This is an optimization exercise on Yosys and OpenROAD, whose aim is small area, not a production implementation.
Only simulation tests tie the RTL to the original design; equivalence was not proved.
Power and IR drop assume default switching activity.

== oak ==
Design uart_core, start of the top module:
module uart_core(
  input                  clk     ,
  input                  rst_n   ,       
  input                  serial_in_i     ,
  output                 serial_out_o    ,  
  output  [15:0]         bus2ip_addr_o   ,
  output  [15:0]         bus2ip_data_o   ,
  output                 bus2ip_rd_ce_o  ,     
  output                 bus2ip_wr_ce_o  ,     
  input   [15:0]         ip2bus_data_i
);
  wire          parity_en ; 
  wire          msb_first ; 
  wire          start_polarity;
  wire          en_16x_baud;
  wire          reset_buffer;
  wire [7:0]    rx_data_out ;
  wire          rx_read_buffer;
  wire          rx_buffer_data_present;
  wire  [7:0]   tx_data_in         ; 
  wire          tx_write_buffer    ; 
  wire          tx_buffer_full     ; 
  wire          tx_buffer_afull;
  wire  [15:0]  baud_config  ;
  uart_rx uart_rx(
    .clk                   (clk ),
    .rst_n                 (rst_n ),     
    .parity_en_i           (parity_en ),     
    .msb_first_i           (msb_first ),     
    .start_polarity_i      (start_polarity),
    .serial_in_i           (serial_in_i ),
    .data_out_o            (rx_data_out ),
    .read_buffer_i         (rx_read_buffer ),
    .reset_buffer_i        (reset_buffer ),                     
    .en_16x_baud_i         (en_16x_baud ),
    .buffer_data_present_o (rx_buffer_data_present )
  );
  uart_tx uart_tx(
    .clk                   (clk ) , 
    .rst_n                 (rst_n ) , 
    .parity_en_i           (parity_en ) , 
    .msb_first_i           (msb_first ) , 
    .start_polarity_i      (start_polarity),
    .data_in_i             (tx_data_in ) , 
    .write_buffer_i        (tx_write_buffer ) , 
    .reset_buffer_i        (reset_buffer ) , 
    .en_16x_baud_i         (en_16x_baud ) , 
    .serial_out_o          (serial_out_o ) , 
    .buffer_full_o         (tx_buffer_full ) , 
    .buffer_afull_o        (tx_buffer_afull )
  );
  baud_generator  baud_generator(
    .clk                   (clk )   ,
    .rst_n                 (rst_n)  ,
    .baud_config_i         (baud_config )  ,
    .en_16x_baud_o         (en_16x_baud )
  );
  uart_regs  uart_regs(
    .bus2ip_clk            (clk   ),
  ...
Size in the first run: about 2100 cells after synthesis, about 54 I/O pins, ~0.037 sq mm of cells after synthesis.
Settings: LEC_CHECK=0, CAP_MARGIN=20, CORE_MARGIN=2, CORE_UTILIZATION=40, SLEW_MARGIN=20; clock period 8.0 ns.
run.sh (not shown) runs the stock make flow with config.mk's settings and CLKGATE_MAP_FILE= SYNTH_SCRIPT=/design/flow/synth_recipe.tcl, a recipe that flattens the netlist after the stock synthesis.
> inputs changed (oak -> pine)
-- flow/design.v --
<<< oak, line 515
      expected_count <= {1'b0, burst_len, 1'b1} + 6'd6;
  end
  reg  [7:0]   wdata_hi [0:15];
  reg  [7:0]   wdata_lo [0:15];
  wire [5:0]   wpos = byte_count - 6'd4;
  always @(posedge clk) begin
    if(present == 1'b1 && write_reg == 1'b1 && !sof && byte_count >= 6'd4 && byte_count <= 6'd35) begin
      if(wpos[0] == 1'b0)
        wdata_hi[wpos[4:1]] <= rx_data_out_i;
      else
        wdata_lo[wpos[4:1]] <= rx_data_out_i;
    end
  end
  reg  [7:0]  calculated_fcs;
>>> pine, line 515
      expected_count <= {1'b0, burst_len, 1'b1} + 6'd6;
  end
  reg  [15:0]  wring [0:15];
  reg  [3:0]   wphase;
  reg          wpend;
  reg          wpend_hi;
  reg  [3:0]   wpend_word;
  wire [5:0]   wpos = byte_count - 6'd4;
  wire         wcapture = present == 1'b1 && write_reg == 1'b1 && !sof && byte_count >= 6'd4 && byte_count <= 6'd35;
  wire         winsert  = wpend && (wpend_word == wphase);
  always @(posedge clk or negedge rst_n) begin
    if(!rst_n)
      wphase <= 4'd0;
    else
      wphase <= wphase + 4'd1;
  end
  always @(posedge clk or negedge rst_n) begin
    if(!rst_n)
      wpend <= 1'b0;
    else if(wcapture)
      wpend <= 1'b1;
    else if(winsert)
      wpend <= 1'b0;
  end
  always @(posedge clk) begin
    if(wcapture) begin
      wpend_hi   <= ~wpos[0];
      wpend_word <= wpos[4:1];
    end
  end
  integer k;
  always @(posedge clk) begin
    for(k = 0; k < 15; k = k + 1)
      wring[k] <= wring[k+1];
    wring[15][15:8] <= (winsert && wpend_hi)  ? rx_data_out_i : wring[0][15:8];
    wring[15][7:0]  <= (winsert && !wpend_hi) ? rx_data_out_i : wring[0][7:0];
  end
  reg  [7:0]  calculated_fcs;
<<< oak, line 702
  wire [3:0]  bus_word = write_enable ? write_step_m1[4:1] : read_step_m1[4:1];
  assign bus2ip_addr_o  = base_addr + {12'h0, bus_word};
  assign bus2ip_data_o  = {wdata_hi[write_step_m1[4:1]], wdata_lo[write_step_m1[4:1]]};
  assign bus2ip_rd_ce_o = read_enable;
  assign bus2ip_wr_ce_o = write_enable;
>>> pine, line 726
  wire [3:0]  bus_word = write_enable ? write_step_m1[4:1] : read_step_m1[4:1];
  assign bus2ip_addr_o  = base_addr + {12'h0, bus_word};
  wire [3:0]  wring_pos = write_step_m1[4:1] - wphase;
  assign bus2ip_data_o  = wring[wring_pos];
  assign bus2ip_rd_ce_o = read_enable;
  assign bus2ip_wr_ce_o = write_enable;
Notes after the runs:
pine: sequential share of cell area 2.9 points below oak
On internal power: between pine and oak, it ends up lower for oak.
In the tables for pine and oak, worst slew margin relative to its limit reads higher with pine.
pine vs. oak: clock network fraction of design power increased 2.5 points, adder-cell share of the synthesized area increased 0.28 points, gate count after technology mapping increased 269, switching share of total power decreased 0.28 points, worst setup slack decreased 0.96 ns.
Total power of pine is higher than that of oak.
oak -> pine: top-level I/O count delta 0, exact match
| design area | pine vs oak | better |

[port drivers added, routing unchanged]
The results above use ideal ports. As a check the final layouts listed here were re-extracted and re-timed, cells and wires unchanged.
Step 1 (the two cells are an assumption about what drives the block):
set clk [get_ports {clk}]
set_driving_cell -lib_cell sky130_fd_sc_hd__clkbuf_16 $clk
set_driving_cell -lib_cell sky130_fd_sc_hd__buf_2 [delete_from_list [all_inputs] $clk]
Step 2 moves the port delays by t, midway between the first and last clock arrival at a register: inputs arrive t later, outputs are due t later. That takes back most of the time a late clock gives input paths.
a / b / c = ideal ports / drivers / drivers and shift; a / b = the first two.
| run | t (ns) | setup slack, ns | worst hold slack (ns) | clock arrival spread, ns | pins driven straight from the clock port |
|---|---|---|---|---|---|
| oak | 0.718 | 1.922 / 1.854 / 2.572 | 0.350 / 0.350 / 0.350 | 0.035 / 0.035 | 1 |
| pine | 0.700 | 0.962 / 0.897 / 1.597 | 0.319 / 0.319 / 0.319 | 0.050 / 0.050 | 1 |
After both steps every run listed still meets setup and hold.
